Context: an optimization exercise on an open-source flow, tuned for small area. The choices shown serve that exercise and are no tape-out recipe. Function was checked by simulation only, so behaviour that the tests miss may differ from the original. Power and IR drop assume default switching activity.

## flow/design.v (module list and top-level ports; edited modules follow where they fit)
// module IKAOPLL_srlatch: 14 lines
// module IKAOPLL_dlatch: 10 lines
// module IKAOPLL_sr: 26 lines
// module IKAOPLL_timinggen: 114 lines
// module IKAOPLL_reg: 274 lines
// module IKAOPLL_rw_synchronizer: 47 lines
// module IKAOPLL_d9reg: 21 lines
// module IKAOPLL_instrom: 84 lines
// module IKAOPLL_lfo: 71 lines
// module IKAOPLL_pg: 149 lines
// module IKAOPLL_eg: 301 lines
// module IKAOPLL_op: 189 lines
// module IKAOPLL_logsinrom: 101 lines
// module IKAOPLL_exprom: 104 lines
// module IKAOPLL_dac: 85 lines
// module IKAOPLL: 239 lines
// module ikaopll_top: 51 lines
module ikaopll_top (
    input   wire                i_EMUCLK,
    input   wire                i_phiM_PCEN_n,
    input   wire                i_IC_n,
    input   wire                i_ALTPATCH_EN,
    input   wire                i_CS_n,
    input   wire                i_WR_n,
    input   wire                i_A0,
    input   wire        [7:0]   i_D,
    output  wire        [1:0]   o_D,
    output  wire                o_D_OE,
    output  wire                o_DAC_EN_MO,
    output  wire                o_DAC_EN_RO,
    output  wire                o_IMP_NOFLUC_SIGN,
    output  wire        [7:0]   o_IMP_NOFLUC_MAG,
    output  wire signed [9:0]   o_IMP_FLUC_SIGNED_MO,
    output  wire signed [9:0]   o_IMP_FLUC_SIGNED_RO,
    input   wire signed [4:0]   i_ACC_SIGNED_MOVOL,
    input   wire signed [4:0]   i_ACC_SIGNED_ROVOL,
    output  wire                o_ACC_SIGNED_STRB,
    output  wire signed [15:0]  o_ACC_SIGNED
);
  // ...
==> flow/flow/run.sh <==
#!/bin/bash
# Own flow: the standard layout (the standard.sh, with its standard synthesis),
# except that the port buffers are the smallest buffer cell rather than the one
# buffer_ports picks by default. Every input and output port still gets a buffer.
set -e
cp standard.sh standard_sh_copy.log
export BUFFER_PORTS_ARGS="-buffer_cell sky130_fd_sc_hd__buf_1"
bash standard.sh > standard.log 2>&1
==> flow/standard.sh <==
#!/bin/bash
# synth_recipe.tcl (not shown) runs the flow's synth.tcl, then flattens the netlist and writes it again
# the make line also repeats each setting of config.mk as NAME=value (left out here)
make -C /OpenROAD-flow-scripts/flow DESIGN_CONFIG=/design/flow/config.mk WORK_HOME=/design/flow/orfs CLKGATE_MAP_FILE= SYNTH_SCRIPT=/design/flow/synth_recipe.tcl "${@:-finish}"
==> flow/config.mk <==
export PLATFORM = sky130hd
export DESIGN_NAME = ikaopll_top
export DESIGN_NICKNAME = ikaopll_top
export VERILOG_FILES = /design/flow/design.v
export SDC_FILE = /design/flow/constraint.sdc
export NUM_CORES = 4
export LEC_CHECK = 0
export ABC_AREA = 1
export CAP_MARGIN = 20
export CORE_MARGIN = 2
export CORE_UTILIZATION = 70
export CTS_CLUSTER_DIAMETER = 120
export CTS_CLUSTER_SIZE = 28
export SLEW_MARGIN = 20
==> flow/constraint.sdc <==
create_clock -name core_clock -period 10.0 [get_ports {i_EMUCLK}]
set_input_delay 2.0000 -clock core_clock [delete_from_list [all_inputs] [get_ports {i_EMUCLK}]]
set_output_delay 2.0000 -clock core_clock [all_outputs]
set_load 0.01 [all_outputs]
==> results.py, run 1 <==
metrics = {
    "critical_path": {
        "r2r_slack_ns": 0.47,
        "arrival_ns": 9.99,
        "max_stage_delay_ns": 0.55,
        "crit_type": "reg2reg",
        "path_max_fanout": 14,
    },
    "grt": {
        "use_met1": 0.490,
        "globalRouteMet3Util": 0.0525,
    },
    "sta": {
        "maxSlewHeadroom": 0.193,
        "worst_pin_slew_ns": 1.21,
        "skew_ns": 0.0818,
        "timing_hold_violations_final": 0,
        "holdWs_ns": 0.336,
        "fmax_mhz": 105,
    },
    "status": {
        "outcome": "finished clean",
    },
    "clocking": {
        "cts_resized": 0,
        "cts_root_buf": "clkbuf_16",
        "cts_sinks": 1414,
        "ctsHoldBuffers": 0,
    },
    "cells_and_area": {
        "area_delta_synth_final_pct": 5.24,
        "inverters_excl_clock": 657,
        "largest_reg_flops": 285,
        "nClkBuffers": 93,
    },
    "power_and_ir_drop": {
        "power_density_mw_per_mm2": 246,
        "swShare": 0.371,
        "seqPwrFrac": 0.470,
        "vdd_ir_drop_max_uv": 292,
    },
    "yosys": {
        "synth.most_common_cell": "edfxtp_1",
        "synth-seq-cells": 1414,
        "ys_types": 68,
        "synthTopCellsByArea": "edfxtp_1 61%, nand2_1 5.0%, dfxtp_1 4.2%",
        "yosysTopAreaCellShare": 0.613,
        "seq_area_frac_synth": 0.656,
    },
    "place": {
        "gp_congestion": 1.01,
        "place_area_mm2": 0.0642,
    },
    "floorplan": {
        "die-area_mm2": 0.0920,
        "die_width_um": 303,
        "coreArea_mm2": 0.0886,
    },
    "detailed_routing": {
        "dr.max_layer_used": "met5",
        "route.detailed.drc": 0,
        "wl_met3_mm": 15.9,
        "dr.pass1.iters": 8,
    },
}
==> inputs of run 2 (changes only) <==
--- a/flow/config.mk
+++ b/flow/config.mk
@@ -9,5 +9,5 @@
 export CAP_MARGIN = 20
 export CORE_MARGIN = 2
-export CORE_UTILIZATION = 70
+export CORE_UTILIZATION = 60
 export CTS_CLUSTER_DIAMETER = 120
 export CTS_CLUSTER_SIZE = 28
==> results.py, run 2 <==
metrics = {
    "yosys": {
        "yosysTopAreaCellShare": 0.613,
        "seq_area_frac_synth": 0.656,
        "yosys_warnings": 43,
        "syn_avg_cell_area_um2": 11.7,
        "synth_cells": 5340,
        "yosys-top-cells-count": "1,281 x edfxtp_1, 837 x nand2_1, 622 x inv_1",
        "syn_nets": 5628,
        "synth-seq-cells": 1414,
        "synth.most_common_cell": "edfxtp_1",
        "ys_types": 68,
        "syn_area_mm2": 0.0627,
        "synthTopCellsByArea": "edfxtp_1 61%, nand2_1 5.0%, dfxtp_1 4.2%",
        "synth_ff_type": "edfxtp_1",
        "synth-edff-count": 1281,
        "synth_area_leader_cell": "edfxtp_1",
        "ys_async_sr_fraction": 0,
    },
    "cells_and_area": {
        "final_core_util": 0.638,
        "fillerInstances": 7976,
        "multi_input_area_mm2": 0.0184,
        "largest_registers": "u_opll.u_PG.u_cyc4r_cyc18r_phase_sr.sr (285), u_opll.u_EG.u_cyc3r_cyc19r_attnlvreg.sr (119)",
        "regArea_mm2": 0.0411,
        "final_common_cell": "edfxtp_1",
        "layout-drive-gt1-share": 0.0426,
        "area_delta_synth_final_pct": 5.50,
        "finalNetCount": 5650,
        "layout_common_cells": "1,281 x edfxtp_1, 837 x nand2_1, 621 x inv_1",
        "regMostFlops": "u_opll.u_PG.u_cyc4r_cyc18r_phase_sr.sr",
        "largest_reg_flops": 285,
    },
    "floorplan": {
        "start_util": 0.605,
        "rows": 118,
        "die-area_mm2": 0.107,
        "die_width_um": 327,
        "pin_count": 76,
        "fp.dieH_um": 327,
        "coreArea_mm2": 0.104,
    },
    "clocking": {
        "path_clk_slew_ns": 0.11,
        "cts_root_buf": "clkbuf_16",
        "cts_max_level": 2,
        "cts_inserted_buffers": 57,
        "insertion_delay_ns": 0.73,
        "ctsHoldBuffers": 0,
        "cts_tree": "done",
        "ctsLongestPathBuffers": 3,
        "cts_sinks": 1414,
    },
    "grt": {
        "track_usage": 0.274,
        "grt_pass1_wl_mm": 222,
        "antenna_found_initial": 5,
        "grt_max_degree": 208,
        "grt-ovfl-total": 0,
        "first_global_vias": 36600,
    },
    "detailed_routing": {
        "ant_nets": 0,
        "wl_per_cell_um": 21.8,
        "wirelength_mm": 147,
        "dr.pass1.iters": 6,
        "num_vias": 39600,
        "drt-initial-drc-count": 4569,
        "via_per_inst": 5.85,
        "route.detailed.drc": 0,
    },
    "sta": {
        "post-route-min-period_ns": 9.20,
        "slew_violations": 0,
        "maxSlewHeadroom": 0.264,
        "rsz0062_at_grt": "false",
        "worst_pin_slew_ns": 1.10,
        "finalCritPeriodShare": 0.920,
        "skew_ns": 0.0476,
        "setup_viol": 0,
        "fmax_mhz": 109,
        "timing_hold_violations_final": 0,
        "tns_ns": 0,
        "holdWs_ns": 0.334,
    },
    "critical_path": {
        "crit_type": "reg2reg",
        "cp-end-kind": "register",
        "max_stage_delay_ns": 0.54,
        "cp_slowest_cell": "edfxtp_1",
        "arrival_ns": 9.65,
        "required_ns": 10.46,
        "cp-start-kind": "register",
        "path_max_fanout": 18,
    },
    "power_and_ir_drop": {
        "p_total_uw": 15900,
        "vdd_ir_drop_max_uv": 311,
        "power_density_mw_per_mm2": 241,
        "leakagePower_uw": 0.0256,
    },
    "status": {
        "outcome": "finished clean",
    },
    "place": {
        "dp_hpwl_mm": 105,
        "io_buffers": 75,
        "gp_congestion": 1.00,
    },
    "flow_run": {
        "cap_violations": 0,
    },
    "worst_hold_path": {
        "hp-class": "reg2reg",
    },
}
==> run 2: changes by cell type in the layout (fill, tap and decap cells not counted), moves of 2 or more <==
cell and delta:
o21ai_1 +2, clkinv_4 +2, buf_4 -4, clkbuf_1 -5, o21ai_0 -2
==> run 2: where the power goes <==
group	internal (uW)	switching [uW]	leakage, uW
sequential	7290	289	0.0134
clock	1090	1690	0.000790
combinational	1770	3800	0.0114
==> run 2: layer usage <==
| layer | GRT usage | up-vias | wire length [um] |
|---|---|---|---|
| li1 | - | 18600 | - |
| met1 | 0.421 | 19300 | 67000 |
| met2 | 0.417 | 1541 | 66000 |
| met3 | 0.0389 | 210 | 10500 |
| met4 | 0.0652 | 0 | 3900 |
| met5 | 0 | - | 0 |
==> run 2: final timing paths <==
check	from	to	slack, ns	depth (start not counted)
worst max-delay path	u_opll.u_TIMINGGEN.mcyccntr_lo[2]	u_opll.u_PG.cyc0r_phase_product[13]	0.80	49
worst min register to register	register	register	0.33	0
worst max register to register	u_opll.u_TIMINGGEN.mcyccntr_lo[2]	u_opll.u_PG.cyc0r_phase_product[13]	0.80	49
worst min-delay path	register	register	0.33	0
==> run 2: worst max-delay path, delay by kind of cell, from the launching register on <==
| kind | cells | cell delay [ns] |
|---|---|---|
| AOI/OAI and AO/OA | 11 | 2.01 |
| xor gates and xnor gates | 1 | 0.13 |
| adders and majority gates | 7 | 2.54 |
| buffers and inverters | 10 | 1.29 |
| DFF | 1 | 0.54 |
| and+or+nand+nor | 20 | 2.44 |
==> run 2: repair_timing <==
item / 4_1_cts / 5_1_grt
gates resized for setup: 0 / 2
hold endpoints to repair: 0 / 0
setup endpoints to repair: 0 / 2
setup buffers: 0 / 3
==> run 2: cell families (layout without fill, tap and decap cells) <==
logic type               count (synthesis)  count (layout)  synth area share
multiplexers                             7               7           0.00114
adder cells (fa/ha/maj)                263             263            0.0656
flip-flops                            1414            1414             0.656
other                                    0               1                 0
XOR/XNOR                               102             102            0.0142
AO/OA/AOI/OAI                         1039            1039            0.0954
buffers and inverters                  826             884            0.0514
AND/OR/NAND/NOR                       1689            1689             0.116
==> run 2: stage by stage <==
step	instances	instance area, um^2	setup WS (ns)
after global routing	6778	66200	0.0382
after CTS	6775	66100	0.660
final	6779	66200	0.803
after floorplan	5340	62700	1.68
after detailed placement	6680	64500	0.702
after global placement	6679	64500	0.922
==> run 2: cell type report <==
type | instances | share of cell area
flip-flops and latches | 1414 | 0.622
multi-input cells | 3100 | 0.278
inverters | 657 | 0.0374
well taps | 1380 | 0.0261
clock buffers | 87 | 0.0233
repair buffers | 132 | 0.0119
clock inverters | 8 | 0.00170
diodes | 1 | 0.0000378
==> module IKAOPLL_op, before the edit <==
module IKAOPLL_op (
    input   wire            i_EMUCLK,  
    input   wire            i_RST_n,
    input   wire            i_phi1_PCEN_n,  
    input   wire            i_phi1_NCEN_n,  
    input   wire            i_CYCLE_00, i_CYCLE_21, i_HH_TT_SEL, i_HH_TT_SEL_NEXT, i_INHIBIT_FDBK,
    input   wire    [3:0]   i_TEST,
    input   wire            i_DC, i_DM,
    input   wire    [2:0]   i_FB,
    input   wire    [9:0]   i_OP_PHASE,
    input   wire    [6:0]   i_OP_ATTNLV,
    input   wire            i_OP_ATTNLV_MAX,
    output  wire    [8:0]   o_DAC_OPDATA
);
wire            emuclk = i_EMUCLK;
wire            phi1pcen_n = i_phi1_PCEN_n;
wire            phi1ncen_n = i_phi1_NCEN_n;
function automatic [16:0] rca16;
    input   [15:0]  a, b;
    input           ci;
    integer         k;
    reg             c;
    begin
        c = ci;
        for(k = 0; k < 16; k = k + 1) begin
            rca16[k] = a[k] ^ b[k] ^ c;
            c = (a[k] & b[k]) | (c & (a[k] ^ b[k]));
        end
        rca16[16] = c;
    end
endfunction
reg             cyc18r_dc, cyc18r_dm;
always @(posedge emuclk) if(!phi1ncen_n) begin
    cyc18r_dc <= i_DC;
    cyc18r_dm <= i_DM;
end
reg     [9:0]   cyc19c_op_fdbk;
wire    [16:0]  cyc19c_phase_modded_w = {7'd0, i_OP_PHASE + cyc19c_op_fdbk};  
wire    [9:0]   cyc19c_phase_modded = cyc19c_phase_modded_w[9:0];
wire    [7:0]   cyc19c_logsin_addr = cyc19c_phase_modded[8] ? ~cyc19c_phase_modded[7:0] : cyc19c_phase_modded[7:0];  
wire    [45:0]  cyc19c_logsin_data;
IKAOPLL_logsinrom u_cyc19c_logsinrom (.i_EMUCLK(emuclk), .i_CEN_n(phi1pcen_n), .i_ADDR(cyc19c_logsin_addr[5:1]), .o_DATA(cyc19c_logsin_data));
wire    [45:0]  ls = cyc19c_logsin_data;
reg     [10:0]  cyc19c_logsin_op0, cyc19c_logsin_op1;
always @(*) begin
    case(cyc19c_logsin_addr[7:6])
        2'd0: cyc19c_logsin_op0 = {ls[45], ls[44], ls[42], ls[40], ls[36], ls[32], ls[27], ls[22], ls[17], ls[11],  ls[4]};
        2'd1: cyc19c_logsin_op0 = {  1'b0,   1'b0, ls[43], ls[41], ls[37], ls[33], ls[28], ls[23], ls[18], ls[12],  ls[5]};
        2'd2: cyc19c_logsin_op0 = {  1'b0,   1'b0,   1'b0,   1'b0, ls[38], ls[34], ls[29], ls[24], ls[19], ls[13],  ls[6]};
        2'd3: cyc19c_logsin_op0 = {  1'b0,   1'b0,   1'b0,   1'b0,   1'b0,   1'b0, ls[30], ls[25], ls[20], ls[14],  ls[7]};
    endcase
    case(cyc19c_logsin_addr[7:6])
        2'd0: cyc19c_logsin_op1 = {  1'b0,   1'b0, ls[39], ls[39], ls[35], ls[31], ls[26], ls[21], ls[15],  ls[8],  ls[0]} & {10{~cyc19c_logsin_addr[0]}};
        2'd1: cyc19c_logsin_op1 = {  1'b0,   1'b0,   1'b0,   1'b0,   1'b0,   1'b0,   1'b0,   1'b0, ls[16],  ls[9],  ls[1]} & {10{~cyc19c_logsin_addr[0]}};
        2'd2: cyc19c_logsin_op1 = {  1'b0,   1'b0,   1'b0,   1'b0,   1'b0,   1'b0,   1'b0,   1'b0,   1'b0, ls[10],  ls[2]} & {10{~cyc19c_logsin_addr[0]}};
        2'd3: cyc19c_logsin_op1 = {  1'b0,   1'b0,   1'b0,   1'b0,   1'b0,   1'b0,   1'b0,   1'b0,   1'b0,   1'b0,  ls[3]} & {10{~cyc19c_logsin_addr[0]}};
    endcase 
end
wire    [11:0]  cyc19c_lswave_sum = cyc19c_logsin_op0 + cyc19c_logsin_op1;  
reg     [11:0]  cyc19r_lswave_raw;
reg             cyc19r_lswave_sign;
reg             cyc19r_dc, cyc19r_dm;
always @(posedge emuclk) if(!phi1ncen_n) begin
    cyc19r_lswave_raw <= cyc19c_lswave_sum[11:0];
    cyc19r_lswave_sign <= cyc19c_phase_modded[9];
    cyc19r_dc <= cyc18r_dc;
    cyc19r_dm <= cyc18r_dm;
end
wire    [16:0]  cyc20c_lswave_attenuated_w = rca16({8'd0, cyc19r_lswave_raw[11:4]}, {9'd0, i_OP_ATTNLV}, 1'b0);
wire    [12:0]  cyc20c_lswave_attenuated = {cyc20c_lswave_attenuated_w[8:0], cyc19r_lswave_raw[3:0]};  
wire    [11:0]  cyc20c_lswave_saturated = cyc20c_lswave_attenuated[12] ? 11'd0 : ~cyc20c_lswave_attenuated[11:0];  
wire    [47:0]  cyc20c_exp_data;
IKAOPLL_exprom u_cyc20c_exprom (.i_EMUCLK(emuclk), .i_CEN_n(phi1pcen_n), .i_ADDR(cyc20c_lswave_saturated[5:1]), .o_DATA(cyc20c_exp_data));
wire    [47:0]  e = cyc20c_exp_data;
reg     [9:0]   cyc20c_exp_op0, cyc20c_exp_op1;
always @(*) begin
    case(cyc20c_lswave_saturated[7:6])
        2'd0: cyc20c_exp_op0 = {  1'b0,   1'b0,  e[39],  e[35],  e[31],  e[27],  e[23],  e[15],   e[8],   e[0]};
        2'd1: cyc20c_exp_op0 = {  1'b0,  e[43],  e[40],  e[36],  e[32],  e[28],  e[24],  e[16],   e[9],   e[1]};
        2'd2: cyc20c_exp_op0 = { e[46],  e[44],  e[41],  e[37],  e[33],  e[29],  e[25],  e[17],  e[10],   e[2]};
        2'd3: cyc20c_exp_op0 = { e[47],  e[45],  e[42],  e[38],  e[34],  e[30],  e[26],  e[18],  e[11],   e[3]};
    endcase
    case(cyc20c_lswave_saturated[7:6])
        2'd0: cyc20c_exp_op1 = {  1'b0,   1'b0,   1'b0,   1'b0,   1'b0,   1'b0,   1'b0,  e[19],  e[12],   e[4]} & {7'b0000000, {3{cyc20c_lswave_saturated[0]}}};
        2'd1: cyc20c_exp_op1 = {  1'b0,   1'b0,   1'b0,   1'b0,   1'b0,   1'b0,   1'b0,  e[20],  e[13],   e[5]} & {7'b0000000, {3{cyc20c_lswave_saturated[0]}}};
        2'd2: cyc20c_exp_op1 = {  1'b0,   1'b0,   1'b0,   1'b0,   1'b0,   1'b0,   1'b0,  e[21],   1'b0,   e[6]} & {7'b0000000, {3{cyc20c_lswave_saturated[0]}}};
        2'd3: cyc20c_exp_op1 = {  1'b0,   1'b0,   1'b0,   1'b0,   1'b0,   1'b0,   1'b0,  e[22],  e[14],   e[7]} & {7'b0000000, {3{cyc20c_lswave_saturated[0]}}};
    endcase 
end
reg     [9:0]   cyc20r_fpwave_mantissa;
reg     [3:0]   cyc20r_fpwave_exponent;
reg             cyc20r_fpwave_sign;
reg             cyc20r_dc, cyc20r_dm, cyc20r_attnlv_max;
always @(posedge emuclk) if(!phi1ncen_n) begin
    cyc20r_fpwave_mantissa <= cyc20c_exp_op0 + cyc20c_exp_op1;  
    cyc20r_fpwave_exponent <= cyc20c_lswave_saturated[11:8];
    cyc20r_fpwave_sign <= cyc19r_lswave_sign;
    cyc20r_dc <= cyc19r_dc;
    cyc20r_dm <= cyc19r_dm;
    cyc20r_attnlv_max <= i_OP_ATTNLV_MAX;
end
wire            cyc21c_fpwave_shifter_mute =  cyc20r_attnlv_max | 
                                             ( i_INHIBIT_FDBK & cyc20r_dm & cyc20r_fpwave_sign) | 
                                             (~i_INHIBIT_FDBK & cyc20r_dc & cyc20r_fpwave_sign);
wire            cyc21c_intwave_flip = cyc20r_fpwave_sign & ~cyc20r_attnlv_max;
reg     [10:0]  cyc21c_fpwave_shifter0, cyc21c_fpwave_shifter1;
always @(*) begin
    case(cyc20r_fpwave_exponent[1:0])
        2'd0: cyc21c_fpwave_shifter0 = {4'b0001, cyc20r_fpwave_mantissa[9:3]};
        2'd1: cyc21c_fpwave_shifter0 = {3'b001, cyc20r_fpwave_mantissa[9:2]};
        2'd2: cyc21c_fpwave_shifter0 = {2'b01, cyc20r_fpwave_mantissa[9:1]};
        2'd3: cyc21c_fpwave_shifter0 = {1'b1, cyc20r_fpwave_mantissa[9:0]};
    endcase
    if(cyc21c_fpwave_shifter_mute) cyc21c_fpwave_shifter1 = 11'd0;
    else begin
        case(cyc20r_fpwave_exponent[3:2])
            2'd0: cyc21c_fpwave_shifter1 = 11'd0;
            2'd1: cyc21c_fpwave_shifter1 = {8'b0, cyc21c_fpwave_shifter0[10:8]};
            2'd2: cyc21c_fpwave_shifter1 = {4'b0, cyc21c_fpwave_shifter0[10:4]};
            2'd3: cyc21c_fpwave_shifter1 = cyc21c_fpwave_shifter0;
        endcase
    end
end
wire    [11:0]  cyc21c_intwave_flipped = cyc21c_intwave_flip ? {1'b1, ~cyc21c_fpwave_shifter1} : {1'b0, cyc21c_fpwave_shifter1};
assign  o_DAC_OPDATA = cyc21c_intwave_flipped[11:3];
wire    [11:0]  cyc21c_mod_z_tap6, cyc21c_mod_zz_tap6;
wire    [11:0]  cyc21c_mod_z_tap9, cyc21c_mod_zz_tap9;
wire    [16:0]  cyc21c_modsum_w = rca16({{4{cyc21c_mod_z_tap6[11]}}, cyc21c_mod_z_tap6}, {{4{cyc21c_mod_zz_tap6[11]}}, cyc21c_mod_zz_tap6}, 1'b0);
wire    [12:0]  cyc21c_modsum = cyc21c_modsum_w[12:0];
wire    [11:0]  op_z_reg_d = i_RST_n ? (i_INHIBIT_FDBK ? cyc21c_intwave_flipped : cyc21c_mod_z_tap9) : 12'd0;
IKAOPLL_sr #(.WIDTH(12), .LENGTH(9), .TAP0(6)) u_op_z_reg
(.i_EMUCLK(i_EMUCLK), .i_CEN_n(phi1ncen_n), .i_D(op_z_reg_d), .o_Q_TAP0(cyc21c_mod_z_tap6), .o_Q_LAST(cyc21c_mod_z_tap9),
 .o_Q_TAP1(), .o_Q_TAP2());
wire    [11:0]  op_zz_reg_d = i_RST_n ? (i_INHIBIT_FDBK ? cyc21c_mod_z_tap9 : cyc21c_mod_zz_tap9) : 12'd0;
IKAOPLL_sr #(.WIDTH(12), .LENGTH(9), .TAP0(6)) u_op_zz_reg
(.i_EMUCLK(i_EMUCLK), .i_CEN_n(phi1ncen_n), .i_D(op_zz_reg_d), .o_Q_TAP0(cyc21c_mod_zz_tap6), .o_Q_LAST(cyc21c_mod_zz_tap9),
 .o_Q_TAP1(), .o_Q_TAP2());
wire    [8:0]   cyc21r_intwave = cyc21c_intwave_flipped[8:0];  
wire    [11:0]  cyc21r_modsum = cyc21c_modsum[12:1];  
wire            cyc21r_inhibit_fdbk = i_INHIBIT_FDBK;
wire    [2:0]   cyc18r_fb = i_FB;
reg     [9:0]   cyc19c_op_fdbk_next;
always @(posedge emuclk) if(!phi1ncen_n) cyc19c_op_fdbk <= cyc19c_op_fdbk_next;
always @(*) begin
    case({i_HH_TT_SEL_NEXT, cyc21r_inhibit_fdbk})
        2'b10: begin
            case(cyc18r_fb)
                3'd1: cyc19c_op_fdbk_next = {{4{cyc21r_modsum[11]}}, cyc21r_modsum[11:6]}; 
                3'd2: cyc19c_op_fdbk_next = {{3{cyc21r_modsum[11]}}, cyc21r_modsum[11:5]}; 
                3'd3: cyc19c_op_fdbk_next = {{2{cyc21r_modsum[11]}}, cyc21r_modsum[11:4]}; 
                3'd4: cyc19c_op_fdbk_next = {{1{cyc21r_modsum[11]}}, cyc21r_modsum[11:3]}; 
                3'd5: cyc19c_op_fdbk_next = cyc21r_modsum[11:2];
                3'd6: cyc19c_op_fdbk_next = cyc21r_modsum[10:1];
                3'd7: cyc19c_op_fdbk_next = cyc21r_modsum[9:0];
                3'd0: cyc19c_op_fdbk_next = 10'd0;
            endcase
        end
        2'b01: cyc19c_op_fdbk_next = {cyc21r_intwave, 1'b0};
        default: cyc19c_op_fdbk_next = 10'd0;
    endcase
end
reg     [4:0]   debug_cyccntr;
reg     [11:0]  debug_opwavereg_static[0:17];
always @(posedge emuclk) if(!phi1ncen_n) begin
    if(i_CYCLE_21) debug_cyccntr <= 5'd0;
    else debug_cyccntr <= debug_cyccntr + 5'd1;
    case(debug_cyccntr)
        5'd2 : debug_opwavereg_static[0]  <= cyc21c_intwave_flipped;  
        5'd5 : debug_opwavereg_static[1]  <= cyc21c_intwave_flipped;  
        5'd3 : debug_opwavereg_static[2]  <= cyc21c_intwave_flipped;  
        5'd6 : debug_opwavereg_static[3]  <= cyc21c_intwave_flipped;  
        5'd4 : debug_opwavereg_static[4]  <= cyc21c_intwave_flipped;  
        5'd7 : debug_opwavereg_static[5]  <= cyc21c_intwave_flipped;  
        5'd8 : debug_opwavereg_static[6]  <= cyc21c_intwave_flipped;  
        5'd11: debug_opwavereg_static[7]  <= cyc21c_intwave_flipped;  
        5'd9 : debug_opwavereg_static[8]  <= cyc21c_intwave_flipped;  
        5'd12: debug_opwavereg_static[9]  <= cyc21c_intwave_flipped;  
        5'd10: debug_opwavereg_static[10] <= cyc21c_intwave_flipped;  
        5'd13: debug_opwavereg_static[11] <= cyc21c_intwave_flipped;  
        5'd14: debug_opwavereg_static[12] <= cyc21c_intwave_flipped;  
        5'd17: debug_opwavereg_static[13] <= cyc21c_intwave_flipped;  
        5'd15: debug_opwavereg_static[14] <= cyc21c_intwave_flipped;  
        5'd0 : debug_opwavereg_static[15] <= cyc21c_intwave_flipped;  
        5'd16: debug_opwavereg_static[16] <= cyc21c_intwave_flipped;  
        5'd1 : debug_opwavereg_static[17] <= cyc21c_intwave_flipped;  
        default: ;
    endcase
end
endmodule
==> inputs of run 3 (changes only) <==
--- a/flow/design.v
+++ b/flow/design.v
@@ -1168,5 +1168,5 @@
     endcase 
 end
-wire    [11:0]  cyc19c_lswave_sum = cyc19c_logsin_op0 + cyc19c_logsin_op1;  
+wire    [16:0]  cyc19c_lswave_sum = rca16({5'd0, cyc19c_logsin_op0}, {5'd0, cyc19c_logsin_op1}, 1'b0);
 reg     [11:0]  cyc19r_lswave_raw;
 reg             cyc19r_lswave_sign;
==> results.py, run 3 <==
metrics = {
    "sta": {
        "fmax_mhz": 107,
        "post-route-min-period_ns": 9.36,
        "rsz0062_at_grt": "true",
        "slew_violations": 0,
        "worst_pin_slew_ns": 1.11,
        "finalCritPeriodShare": 0.936,
        "skew_ns": 0.0398,
        "finalWorstSetupSlack_ns": 0.638,
        "setup_viol": 0,
        "timing_hold_violations_final": 0,
        "maxSlewHeadroom": 0.253,
        "tns_ns": 0,
    },
    "yosys": {
        "yosys_warnings": 43,
        "ys_async_sr_fraction": 0,
        "synth_area_leader_cell": "edfxtp_1",
        "synthTopCellsByArea": "edfxtp_1 62%, nand2_1 5.2%, dfxtp_1 4.3%",
        "synth-edff-count": 1281,
        "syn_nets": 5586,
        "yosys-top-cells-count": "1,281 x edfxtp_1, 863 x nand2_1, 599 x inv_1",
        "yosysTopAreaCellShare": 0.616,
        "syn_area_mm2": 0.0624,
        "seq_area_frac_synth": 0.659,
        "ys_types": 71,
        "synth_cells": 5292,
        "synth_ff_type": "edfxtp_1",
        "syn_avg_cell_area_um2": 11.8,
        "synth.most_common_cell": "edfxtp_1",
        "synth-seq-cells": 1414,
    },
    "detailed_routing": {
        "drt-initial-drc-count": 4509,
        "ant_nets": 0,
        "via_per_inst": 5.83,
        "wl_per_cell_um": 21.6,
        "num_vias": 39300,
        "route.detailed.drc": 0,
        "dr.pass1.iters": 6,
        "wirelength_mm": 146,
    },
    "floorplan": {
        "die_width_um": 327,
        "start_util": 0.604,
        "pin_count": 76,
        "die-area_mm2": 0.107,
        "rows": 118,
        "fp.dieH_um": 327,
        "coreArea_mm2": 0.103,
    },
    "clocking": {
        "cts_max_level": 2,
        "cts_tree": "done",
        "ctsLongestPathBuffers": 3,
        "ctsHoldBuffers": 0,
        "insertion_delay_ns": 0.73,
        "cts_root_buf": "clkbuf_16",
        "cts_inserted_buffers": 58,
        "path_clk_slew_ns": 0.11,
        "cts_sinks": 1414,
    },
    "cells_and_area": {
        "largest_reg_flops": 285,
        "layout_common_cells": "1,281 x edfxtp_1, 863 x nand2_1, 597 x inv_1",
        "layout-drive-gt1-share": 0.0443,
        "final_common_cell": "edfxtp_1",
        "regMostFlops": "u_opll.u_PG.u_cyc4r_cyc18r_phase_sr.sr",
        "post-route-cell-area_mm2": 0.0661,
        "final_core_util": 0.640,
        "area_delta_synth_final_pct": 5.89,
        "largest_registers": "u_opll.u_PG.u_cyc4r_cyc18r_phase_sr.sr (285), u_opll.u_EG.u_cyc3r_cyc19r_attnlvreg.sr (119)",
        "finalNetCount": 5620,
    },
    "critical_path": {
        "crit_type": "reg2reg",
        "cp_slowest_cell": "ha_1",
        "required_ns": 10.47,
        "arrival_ns": 9.84,
        "cp-end-kind": "register",
        "path_max_fanout": 9,
        "cpMostUsedCell": "fa_1",
        "max_stage_delay_ns": 0.51,
        "cp-start-kind": "register",
    },
    "power_and_ir_drop": {
        "leakagePower_uw": 0.0255,
        "power_density_mw_per_mm2": 244,
        "vdd_ir_drop_max_uv": 221,
    },
    "place": {
        "place_area_mm2": 0.0643,
        "dp_hpwl_mm": 102,
        "io_buffers": 75,
        "pre_cts_slack_ns": 0.493,
        "gp_congestion": 0.982,
    },
    "grt": {
        "grt_pass1_wl_mm": 221,
        "track_usage": 0.271,
        "first_global_vias": 37300,
        "grt-ovfl-total": 0,
        "antenna_found_initial": 5,
        "grt_max_degree": 198,
    },
    "status": {
        "outcome": "finished clean",
    },
    "worst_hold_path": {
        "hp-class": "reg2reg",
    },
    "flow_run": {
        "cap_violations": 0,
    },
}
==> run 3: per-stage QoR <==
step / power, uW / std cells / hold slack [ns]
final: 16100 / 6749 / 0.339
after global routing: 17100 / 6748 / 0.344
after CTS: 16100 / 6742 / 0.340
after detailed placement: 13300 / 6640 / 0.314
after global placement: 13300 / 6639 / 0.311
after floorplan: 11500 / 5292 / 0.310
==> run 3: logic make-up after synthesis <==
group / after synthesis / synth area share
buf+inv: 815 / 0.0509
compound gates: 1041 / 0.0960
fa+ha+maj: 269 / 0.0680
mux: 6 / 0.000982
xor+xnor: 94 / 0.0132
flops: 1414 / 0.659
simple gates: 1653 / 0.112
==> run 3: worst paths after layout <==
kind	cells past startpoint	end	slack (ns)	from
worst max register to register	37	u_opll.u_OP.cyc19r_lswave_raw[10]	0.64	u_opll.u_TIMINGGEN.mcyccntr_lo[1]
worst min register to register	0	register	0.34	register
worst max-delay path	37	u_opll.u_OP.cyc19r_lswave_raw[10]	0.64	u_opll.u_TIMINGGEN.mcyccntr_lo[1]
worst min-delay path	0	register	0.34	register
==> run 3: layout make-up <==
cell class                      instances  area (um^2)
Fill cell                            8014        37200
Inverter                              642         2420
Multi-Input combinational cell       3064        18200
Clock buffer                           91         1580
Tap cell                             1380         1730
Antenna cell                            1         2.50
Sequential cell                      1414        41100
Clock inverter                         11          173
Timing Repair Buffer                  146          872
==> run 3: repair_timing <==
item                       in CTS  in global routing
buffers inserted                0                  5
setup endpoints to repair       0                  7
hold endpoints to repair        0                  0
resized for setup               0                  5
==> run 3: metal layers <==
layer	GRT usage	share of wire
met5	0	0.000089
met3	0.0367	0.064
met4	0.0807	0.032
met2	0.420	0.45
met1	0.404	0.45
==> run 3: report_power, final <==
part	total, uW	internal (uW)	switching [uW]	leakage [uW]
registers	7560	7290	271	0.0134
clock network	2860	1130	1730	0.000833
logic	5700	1810	3890	0.0112
==> run 3: worst max-delay path, delay by kind of cell, from the launching register on <==
| kind | cells | cell delay [ns] |
|---|---|---|
| buf+inv | 7 | 0.95 |
| xor+xnor | 2 | 0.69 |
| compound gates | 4 | 0.83 |
| flops | 1 | 0.47 |
| fa+ha+maj | 15 | 4.87 |
| simple gates | 9 | 1.31 |

[what the ideal ports hide]
The results above use ideal ports. As a check the final layouts listed here were re-extracted and re-timed, cells and wires unchanged. Step 1, drivers: a clkbuf_16 drives i_EMUCLK and a buf_2 each remaining input, both assumed. Step 2 adds t to the input delays and takes it off the output delays; t is the mean of the earliest and latest rising clock arrival at the registers after step 1. Input paths then give back, and output paths get back, about the clock's delay inside the block. a / b / c = no drivers / after step 1 / after step 2; a / b = the first two.
| run | t, ns | setup WS [ns] | worst hold slack (ns) | worst slew at a driven data input, ns | pins driven straight from the clock port |
|---|---|---|---|---|---|
| run 1 | 0.760 | 0.474 / 0.474 / 0.474 | 0.336 / 0.336 / 0.336 | 0.26 | 1 |
| run 2 | 0.782 | 0.803 / 0.803 / 0.803 | 0.334 / 0.334 / 0.334 | 0.09 | 1 |
| run 3 | 0.776 | 0.638 / 0.638 / 0.638 | 0.339 / 0.339 / 0.339 | 0.06 | 1 |
After both steps setup and hold are still met in every run listed.
